Background: an optimization exercise with open tools, aiming at small area. Do not read the settings as production practice. Function was checked by simulation only, so behaviour that the tests miss may differ from the original. Power figures rest on the tool's default switching activity, not on a simulated workload.

== v6 ==
Design processor, start of the top module:
module processor(clk, rst_n, load, dload, laddr, insload, loadreg, reg_addr, reg_load,
                 pc_out, rf_we, rf_waddr, rf_wdata, dm_we, dm_addr, dm_wdata);
	input clk;
	input rst_n;
	input load,dload;
	input [15:0]laddr;
	input [15:0]insload;
	input loadreg;
	input [3:0]reg_addr;
	input [15:0]reg_load;
	output [15:0]pc_out;
	output rf_we;
	output [3:0]rf_waddr;
	output [15:0]rf_wdata;
	output dm_we;
	output [15:0]dm_addr;
	output [15:0]dm_wdata;
	reg ph;
	always @(posedge clk) ph <= ~ph;
	wire phr = ph & rst_n;
	reg [15:0] pc, ins, A, Bx, mrd;
	reg regload, memread, memwrite, inputofand;
	reg [2:0] aluop;
	reg c_m0, c_m1, c_m2;
	genvar i, b;
	wire [4:0] lE = laddr[5:1] + {4'd0, laddr[0]};
	wire [4:0] lO = laddr[5:1];
	wire [7:0] lhi = insload[15:8], llo = insload[7:0];
	wire [7:0] dE = laddr[0] ? llo : lhi;
	wire [7:0] dO = laddr[0] ? lhi : llo;
	wire [7:0] cdE, cdO;
	generate for (i = 0; i < 8; i = i + 1) begin : ci
		cddrv de(.a(dE[i]), .b(ph), .y(cdE[i]));
		cddrv do_(.a(dO[i]), .b(ph), .y(cdO[i]));
	end endgenerate
	wire [31:0] wE, wEn, wO, wOn;
	dec5ws dwE(.a(lE), .en(load), .y(wE), .yn(wEn));
	dec5ws dwO(.a(lO), .en(load), .y(wO), .yn(wOn));
	wire [4:0] pE = pc[5:1] + {4'd0, pc[0]};
	wire [4:0] pO = pc[5:1];
	wire [31:0] rselE, rselO;
	dec5r drE(.a(pE), .en(rst_n), .y(rselE));
	dec5r drO(.a(pO), .en(rst_n), .y(rselO));
	wire [7:0] qE [0:31];
	wire [7:0] qO [0:31];
	generate
		for (i = 0; i < 32; i = i + 1) begin : im
			srow #(8) e(.clk(clk), .w(wE[i]), .wn(wEn[i]), .cd(cdE), .s(qE[i]));
			srow #(8) o(.clk(clk), .w(wO[i]), .wn(wOn[i]), .cd(cdO), .s(qO[i]));
		end
	endgenerate
	wire [7:0] bE, bO;
	generate
		for (b = 0; b < 8; b = b + 1) begin : imr
			wire [31:0] cE, cO;
			for (i = 0; i < 32; i = i + 1) begin : c
				assign cE[i] = qE[i][b];
				assign cO[i] = qO[i][b];
			end
			rd32 re(.sel(rselE), .d(cE), .ph(phr), .y(bE[b]));
			rd32 ro(.sel(rselO), .d(cO), .ph(phr), .y(bO[b]));
		end
	endgenerate
  ...
Size: roughly 4,500 cells after synthesis, ~1,400 flip-flops, about 130 I/O pins.
clock: 10.0 ns
lec_check: 0
cap_margin: 20
core_margin: 2
core_utilization: 45
cts_buf_list: sky130_fd_sc_hd__clkbuf_16
cts_cluster_diameter: 100
cts_cluster_size: 25
gpl_timing_driven: 0
slew_margin: 20
synth_hierarchical: 1
synth_minimum_keep_size: 0
standard.sh (not shown) runs the stock make flow with config.mk's settings and CLKGATE_MAP_FILE= SYNTH_SCRIPT=/design/flow/synth_recipe.tcl, a recipe that flattens the netlist after the stock synthesis.
==> flow/flow/run.sh <==
#!/bin/bash
# Layout flow: the standard synthesis and ORFS steps (standard.sh), with
# a few settings changed for area:
#  - ports are buffered with buf_1 instead of the default port buffer,
#  - buffers that ABC inserted are removed before placement (the resizer
#    re-buffers where slew or capacitance needs it),
#  - the clock tree is built without dummy balancing loads.
# Each step's full log is in orfs/logs/; make's own output is in flow_*.log.
set -euo pipefail
bash standard.sh synth > flow_synth.log 2>&1
bash standard.sh \
  REMOVE_ABC_BUFFERS=1 \
  "BUFFER_PORTS_ARGS=-buffer_cell sky130_fd_sc_hd__buf_1" \
  "CTS_ARGS=-sink_clustering_enable -repair_clock_nets -buf_list sky130_fd_sc_hd__clkbuf_16 -sink_clustering_size 25 -sink_clustering_max_diameter 100 -dont_use_dummy_load" \
  finish > flow_layout.log 2>&1
v6 went all the way through synthesis, placement and routing and the layout is clean on timing, DRC and antenna.
Setup changes, v6 to v7
-- flow/design.v --
<<< v6, line 299
	always @(posedge clk) ph <= ~ph;
	wire phr = ph & rst_n;
	reg [15:0] pc, ins, A, Bx, mrd;
	reg regload, memread, memwrite, inputofand;
	reg [2:0] aluop;
>>> v7, line 299
	always @(posedge clk) ph <= ~ph;
	wire phr = ph & rst_n;
	reg [15:0] pc, ins, A, B, mrd;
	reg regload, memread, memwrite, inputofand;
	reg [2:0] aluop;
<<< v6, line 344
	wire [15:0] fetch = pc[0] ? {bO, bE} : {bE, bO};
	wire [15:0] wext = {11'd0, ins[3], ins[3:0]};
	wire sub = aluop[0] & aluop[1];
	wire klog = ~aluop[1];
>>> v7, line 344
	wire [15:0] fetch = pc[0] ? {bO, bE} : {bE, bO};
	wire [15:0] wext = {11'd0, ins[3], ins[3:0]};
	wire [15:0] y = c_m0 ? wext : B;
	wire sub = aluop[0] & aluop[1];
	wire klog = ~aluop[1];
<<< v6, line 349
	wire kar = aluop[1] & ~aluop[2];
	wire kslt = aluop[2];
	wire [15:0] yb = c_m0 ? wext : Bx;
	wire [15:0] p, g, s;
	wire [16:0] c;
>>> v7, line 350
	wire kar = aluop[1] & ~aluop[2];
	wire kslt = aluop[2];
	wire [15:0] yb = y ^ {16{sub}};
	wire [15:0] p, g, s;
	wire [16:0] c;
<<< v6, line 410
			end
			rd16 ra(.sel(rselA), .d(cc), .ph(phr), .y(nA[b]));
			rd16 rb(.sel(rselB), .d(cc), .ph(phrs), .y(nB[b]));
		end
	endgenerate
	wire dmwe = dload | (memwrite & rst_n);
	wire [4:0] dmwa = dload ? laddr[4:0] : alu[4:0];
	wire [15:0] dmwd = dload ? insload : Bx;
	wire [15:0] cdD;
	generate for (i = 0; i < 16; i = i + 1) begin : cdm
>>> v7, line 411
			end
			rd16 ra(.sel(rselA), .d(cc), .ph(phr), .y(nA[b]));
			rd16 rb(.sel(rselB), .d(cc), .ph(phr), .y(nB[b]));
		end
	endgenerate
	wire dmwe = dload | (memwrite & rst_n);
	wire [4:0] dmwa = dload ? laddr[4:0] : alu[4:0];
	wire [15:0] dmwd = dload ? insload : B;
	wire [15:0] cdD;
	generate for (i = 0; i < 16; i = i + 1) begin : cdm
<<< v6, line 443
		ins <= fetch;
		A   <= nA;
		Bx  <= nB;
		if (!rst_n || memread)
			mrd <= nD;
	end
	reg regload_n, memread_n, memwrite_n, inputofand_n, c_m0_n, c_m1_n, c_m2_n;
	reg [2:0] aluop_n;
	always @(*) begin
		regload_n = regload; memread_n = memread; memwrite_n = memwrite;
		inputofand_n = inputofand; aluop_n = aluop;
		c_m0_n = c_m0; c_m1_n = c_m1; c_m2_n = c_m2;
		if (!rst_n) begin
			regload_n = 0; memread_n = 0; memwrite_n = 0; inputofand_n = 0;
			aluop_n = 3'd0; c_m0_n = 0; c_m1_n = 0; c_m2_n = 0;
		end else begin
			case (ins[15:12])
				4'd0, 4'd1, 4'd2, 4'd6, 4'd7: begin
					regload_n = 1; memread_n = 0; memwrite_n = 0; inputofand_n = 0;
					aluop_n = (ins[15:12] == 4'd6) ? 3'd3 : ins[14:12];
					c_m0_n = 0; c_m1_n = 1; c_m2_n = 0;
				end
				4'd8: begin
					regload_n = 1; memread_n = 1; memwrite_n = 0; inputofand_n = 0;
					aluop_n = 3'd2; c_m0_n = 1; c_m1_n = 0; c_m2_n = 0;
				end
				4'd10: begin
					regload_n = 0; memread_n = 0; memwrite_n = 1; inputofand_n = 0;
					aluop_n = 3'd2; c_m0_n = 1; c_m2_n = 0;
				end
				4'd14: begin
					regload_n = 0; memread_n = 0; memwrite_n = 0; inputofand_n = 1;
					aluop_n = 3'd7; c_m0_n = 0; c_m2_n = 0;
				end
				4'd15: begin
					regload_n = 0; memread_n = 0; memwrite_n = 0; c_m2_n = 1;
				end
				default: ;
			endcase
		end
	end
	wire phrs = phr ^ (aluop_n[0] & aluop_n[1]);
	always @(posedge clk) begin
		regload <= regload_n; memread <= memread_n; memwrite <= memwrite_n;
		inputofand <= inputofand_n; aluop <= aluop_n;
		c_m0 <= c_m0_n; c_m1 <= c_m1_n; c_m2 <= c_m2_n;
	end
	assign pc_out = pc;
>>> v7, line 444
		ins <= fetch;
		A   <= nA;
		B   <= nB;
		if (!rst_n || memread)
			mrd <= nD;
	end
	always @(posedge clk) begin
		if (!rst_n) begin
			regload <= 0; memread <= 0; memwrite <= 0; inputofand <= 0;
			aluop <= 3'd0; c_m0 <= 0; c_m1 <= 0; c_m2 <= 0;
		end else begin
			case (ins[15:12])
				4'd0, 4'd1, 4'd2, 4'd6, 4'd7: begin
					regload <= 1; memread <= 0; memwrite <= 0; inputofand <= 0;
					aluop <= (ins[15:12] == 4'd6) ? 3'd3 : ins[14:12];
					c_m0 <= 0; c_m1 <= 1; c_m2 <= 0;
				end
				4'd8: begin
					regload <= 1; memread <= 1; memwrite <= 0; inputofand <= 0;
					aluop <= 3'd2; c_m0 <= 1; c_m1 <= 0; c_m2 <= 0;
				end
				4'd10: begin
					regload <= 0; memread <= 0; memwrite <= 1; inputofand <= 0;
					aluop <= 3'd2; c_m0 <= 1; c_m2 <= 0;
				end
				4'd14: begin
					regload <= 0; memread <= 0; memwrite <= 0; inputofand <= 1;
					aluop <= 3'd7; c_m0 <= 0; c_m2 <= 0;
				end
				4'd15: begin
					regload <= 0; memread <= 0; memwrite <= 0; c_m2 <= 1;
				end
				default: ;
			endcase
		end
	end
	assign pc_out = pc;
<<< v6, line 494
	assign dm_we = memwrite & rst_n;
	assign dm_addr = alu;
	assign dm_wdata = Bx;
endmodule
>>> v7, line 484
	assign dm_we = memwrite & rst_n;
	assign dm_addr = alu;
	assign dm_wdata = B;
endmodule
Findings:
Status: routability-driven placement congestion ratio parity (v7, v6)
Going from v6 to v7, number of multi-input logic gates grew slightly.
v7: worst setup slack higher than v6
Relative to v6, non-clock buffer count increased by 1 in v7.
NOTE: share of power burned in registers in v7 falls short of that of v6

---

Another version of the RTL of processor (not shown whole).
For scale: about 4500 cells after synthesis, about 1400 flip-flops, about 130 I/O pins, roughly 48000 um2 of cells after synthesis.
// processor
module processor(clk, rst_n, load, dload, laddr, insload, loadreg, reg_addr, reg_load,
                 pc_out, rf_we, rf_waddr, rf_wdata, dm_we, dm_addr, dm_wdata);
export LEC_CHECK = 0
export CAP_MARGIN = 20
export CORE_MARGIN = 2
export CORE_UTILIZATION = 45
export CTS_BUF_LIST = sky130_fd_sc_hd__clkbuf_16
export CTS_CLUSTER_DIAMETER = 80
export CTS_CLUSTER_SIZE = 30
export GPL_TIMING_DRIVEN = 0
export SLEW_MARGIN = 20
export SYNTH_HIERARCHICAL = 1
export SYNTH_MINIMUM_KEEP_SIZE = 0
create_clock -name core_clock -period 10.0 [get_ports {clk}]
==> flow/flow/run.sh <==
#!/bin/bash
# Layout flow: the standard synthesis and ORFS steps (standard.sh), with
# a few settings changed for area:
#  - ports are buffered with buf_1 instead of the default port buffer,
#  - buffers that ABC inserted are removed before placement (the resizer
#    re-buffers where slew or capacitance needs it),
#  - the clock tree is built without dummy balancing loads.
# Each step's full log is in orfs/logs/; make's own output is in flow_*.log.
set -euo pipefail
bash standard.sh synth > flow_synth.log 2>&1
bash standard.sh \
  REMOVE_ABC_BUFFERS=1 \
  "BUFFER_PORTS_ARGS=-buffer_cell sky130_fd_sc_hd__buf_1" \
  "CTS_ARGS=-sink_clustering_enable -repair_clock_nets -buf_list sky130_fd_sc_hd__clkbuf_16 -sink_clustering_size 30 -sink_clustering_max_diameter 80 -dont_use_dummy_load" \
  finish > flow_layout.log 2>&1
The starting point passed the timing, DRC and antenna checks.
Edit:
--- a/flow/design.v
+++ b/flow/design.v
@@ -101,28 +101,20 @@
 	output y;
 	assign y = ~(a ^ b);
 endmodule
 module cddrv(a, b, y);
 	input a, b;
 	output y;
 	wire t;
 	xnor2 x(.a(a), .b(b), .y(t));
 	inv i(.a(t), .y(y));
 endmodule
-module cddrv2(a, b, y0, y1);
-	input a, b;
-	output y0, y1;
-	wire t;
-	xnor2 x(.a(a), .b(b), .y(t));
-	inv i0(.a(t), .y(y0));
-	inv i1(.a(t), .y(y1));
-endmodule
 module srow #(parameter W = 16) (clk, w, wn, cd, s);
 	input clk, w, wn;
 	input [W-1:0] cd;
 	output [W-1:0] s;
 	genvar b;
 	generate
 		for (b = 0; b < W; b = b + 1) begin : g
 			bcell c(.clk(clk), .w(w), .wn(wn), .cd(cd[b]), .s(s[b]));
 		end
 	endgenerate
@@ -298,26 +290,21 @@
 	input [15:0]reg_load;
 	output [15:0]pc_out;
 	output rf_we;
 	output [3:0]rf_waddr;
 	output [15:0]rf_wdata;
 	output dm_we;
 	output [15:0]dm_addr;
 	output [15:0]dm_wdata;
 	reg ph;
 	always @(posedge clk) ph <= ~ph;
-	wire phrE, phrO, phrA, phrD;
-	and2 gphE(.a(ph), .b(rst_n), .y(phrE));
-	and2 gphO(.a(ph), .b(rst_n), .y(phrO));
-	and2 gphA(.a(ph), .b(rst_n), .y(phrA));
-	and2 gphD(.a(ph), .b(rst_n), .y(phrD));
-	wire phr = phrA;
+	wire phr = ph & rst_n;
 	reg [15:0] pc, ins, A, Bx, mrd;
 	reg regload, memread, memwrite, inputofand;
 	reg [2:0] aluop;
 	reg c_m0, c_m1, c_m2;
 	genvar i, b;
 	wire [4:0] lE = laddr[5:1] + {4'd0, laddr[0]};
 	wire [4:0] lO = laddr[5:1];
 	wire [7:0] lhi = insload[15:8], llo = insload[7:0];
 	wire [7:0] dE = laddr[0] ? llo : lhi;
 	wire [7:0] dO = laddr[0] ? lhi : llo;
@@ -343,22 +330,22 @@
 		end
 	endgenerate
 	wire [7:0] bE, bO;
 	generate
 		for (b = 0; b < 8; b = b + 1) begin : imr
 			wire [31:0] cE, cO;
 			for (i = 0; i < 32; i = i + 1) begin : c
 				assign cE[i] = qE[i][b];
 				assign cO[i] = qO[i][b];
 			end
-			rd32 re(.sel(rselE), .d(cE), .ph(phrE), .y(bE[b]));
-			rd32 ro(.sel(rselO), .d(cO), .ph(phrO), .y(bO[b]));
+			rd32 re(.sel(rselE), .d(cE), .ph(phr), .y(bE[b]));
+			rd32 ro(.sel(rselO), .d(cO), .ph(phr), .y(bO[b]));
 		end
 	endgenerate
 	wire [15:0] fetch = pc[0] ? {bO, bE} : {bE, bO};
 	wire [15:0] wext = {11'd0, ins[3], ins[3:0]};
 	wire sub = aluop[0] & aluop[1];
 	wire klog = ~aluop[1];
 	wire kor = aluop[0];
 	wire kar = aluop[1] & ~aluop[2];
 	wire kslt = aluop[2];
 	wire [15:0] yb = c_m0 ? wext : Bx;
@@ -414,48 +401,48 @@
 			srow #(16) r(.clk(clk), .w(wR[i]), .wn(wRn[i]), .cd(cdR), .s(qR[i]));
 		end
 	endgenerate
 	wire [15:0] nA, nB;
 	generate
 		for (b = 0; b < 16; b = b + 1) begin : rfr
 			wire [15:0] cc;
 			for (i = 0; i < 16; i = i + 1) begin : c_
 				assign cc[i] = qR[i][b];
 			end
-			rd16 ra(.sel(rselA), .d(cc), .ph(phrA), .y(nA[b]));
+			rd16 ra(.sel(rselA), .d(cc), .ph(phr), .y(nA[b]));
 			rd16 rb(.sel(rselB), .d(cc), .ph(phrs), .y(nB[b]));
 		end
 	endgenerate
 	wire dmwe = dload | (memwrite & rst_n);
 	wire [4:0] dmwa = dload ? laddr[4:0] : alu[4:0];
 	wire [15:0] dmwd = dload ? insload : Bx;
-	wire [15:0] cdD, cdD1;
+	wire [15:0] cdD;
 	generate for (i = 0; i < 16; i = i + 1) begin : cdm
-		cddrv2 d(.a(dmwd[i]), .b(ph), .y0(cdD[i]), .y1(cdD1[i]));
+		cddrv d(.a(dmwd[i]), .b(ph), .y(cdD[i]));
 	end endgenerate
 	wire [31:0] wD, wDn, rselD;
 	dec5ws dwD(.a(dmwa), .en(dmwe), .y(wD), .yn(wDn));
 	dec5rs drD(.a(alu[4:0]), .en(rst_n), .y(rselD));
 	wire [15:0] qD [0:31];
 	generate
 		for (i = 0; i < 32; i = i + 1) begin : dm
-			srow #(16) r(.clk(clk), .w(wD[i]), .wn(wDn[i]), .cd(i < 16 ? cdD : cdD1), .s(qD[i]));
+			srow #(16) r(.clk(clk), .w(wD[i]), .wn(wDn[i]), .cd(cdD), .s(qD[i]));
 		end
 	endgenerate
 	wire [15:0] nD;
 	generate
 		for (b = 0; b < 16; b = b + 1) begin : dmr
 			wire [31:0] cc;
 			for (i = 0; i < 32; i = i + 1) begin : c_
 				assign cc[i] = qD[i][b];
 			end
-			rd32 rd(.sel(rselD), .d(cc), .ph(phrD), .y(nD[b]));
+			rd32 rd(.sel(rselD), .d(cc), .ph(phr), .y(nD[b]));
 		end
 	endgenerate
 	always @(posedge clk) begin
 		pc  <= rst_n ? pcn : 16'd0;
 		ins <= fetch;
 		A   <= nA;
 		Bx  <= nB;
 		if (!rst_n || memread)
 			mrd <= nD;
 	end
Outcome:
- first-iteration DRC count came out lower by 16%
- power increases by 16%
- maximum frequency went up by 3.3%
- final cell count is lower by 0.34%
- critical path depth does not change
- area after synthesis barely changes
- cell area hardly moves

afterwards: timing with drivers on the ports:
No port has a modelled driver above. Below, the same layouts with a new extraction and two added sets of constraints. Step 1, drivers: a clkbuf_16 drives clk and a buf_2 each remaining input, both assumed. Step 2 also shifts input and output timing later by t, the mid clock arrival at the registers, as if the neighbouring blocks saw the same clock. Three values: ideal, step 1, step 2; two values: the first two.
run	shift t [ns]	setup slack, ns	worst setup path at the end	cell pins on the clock port's net
v6	0.768	1.015 / 0.946 / 1.714	register to output	1
v7	0.768	1.210 / 1.140 / 1.237	register to register	1
the first run of note 2	0.773	0.924 / 0.849 / 1.622	register to output	1
the second run of note 2	0.758	1.212 / 1.142 / 1.900	register to output	1
After both steps setup and hold are still met in every run listed.
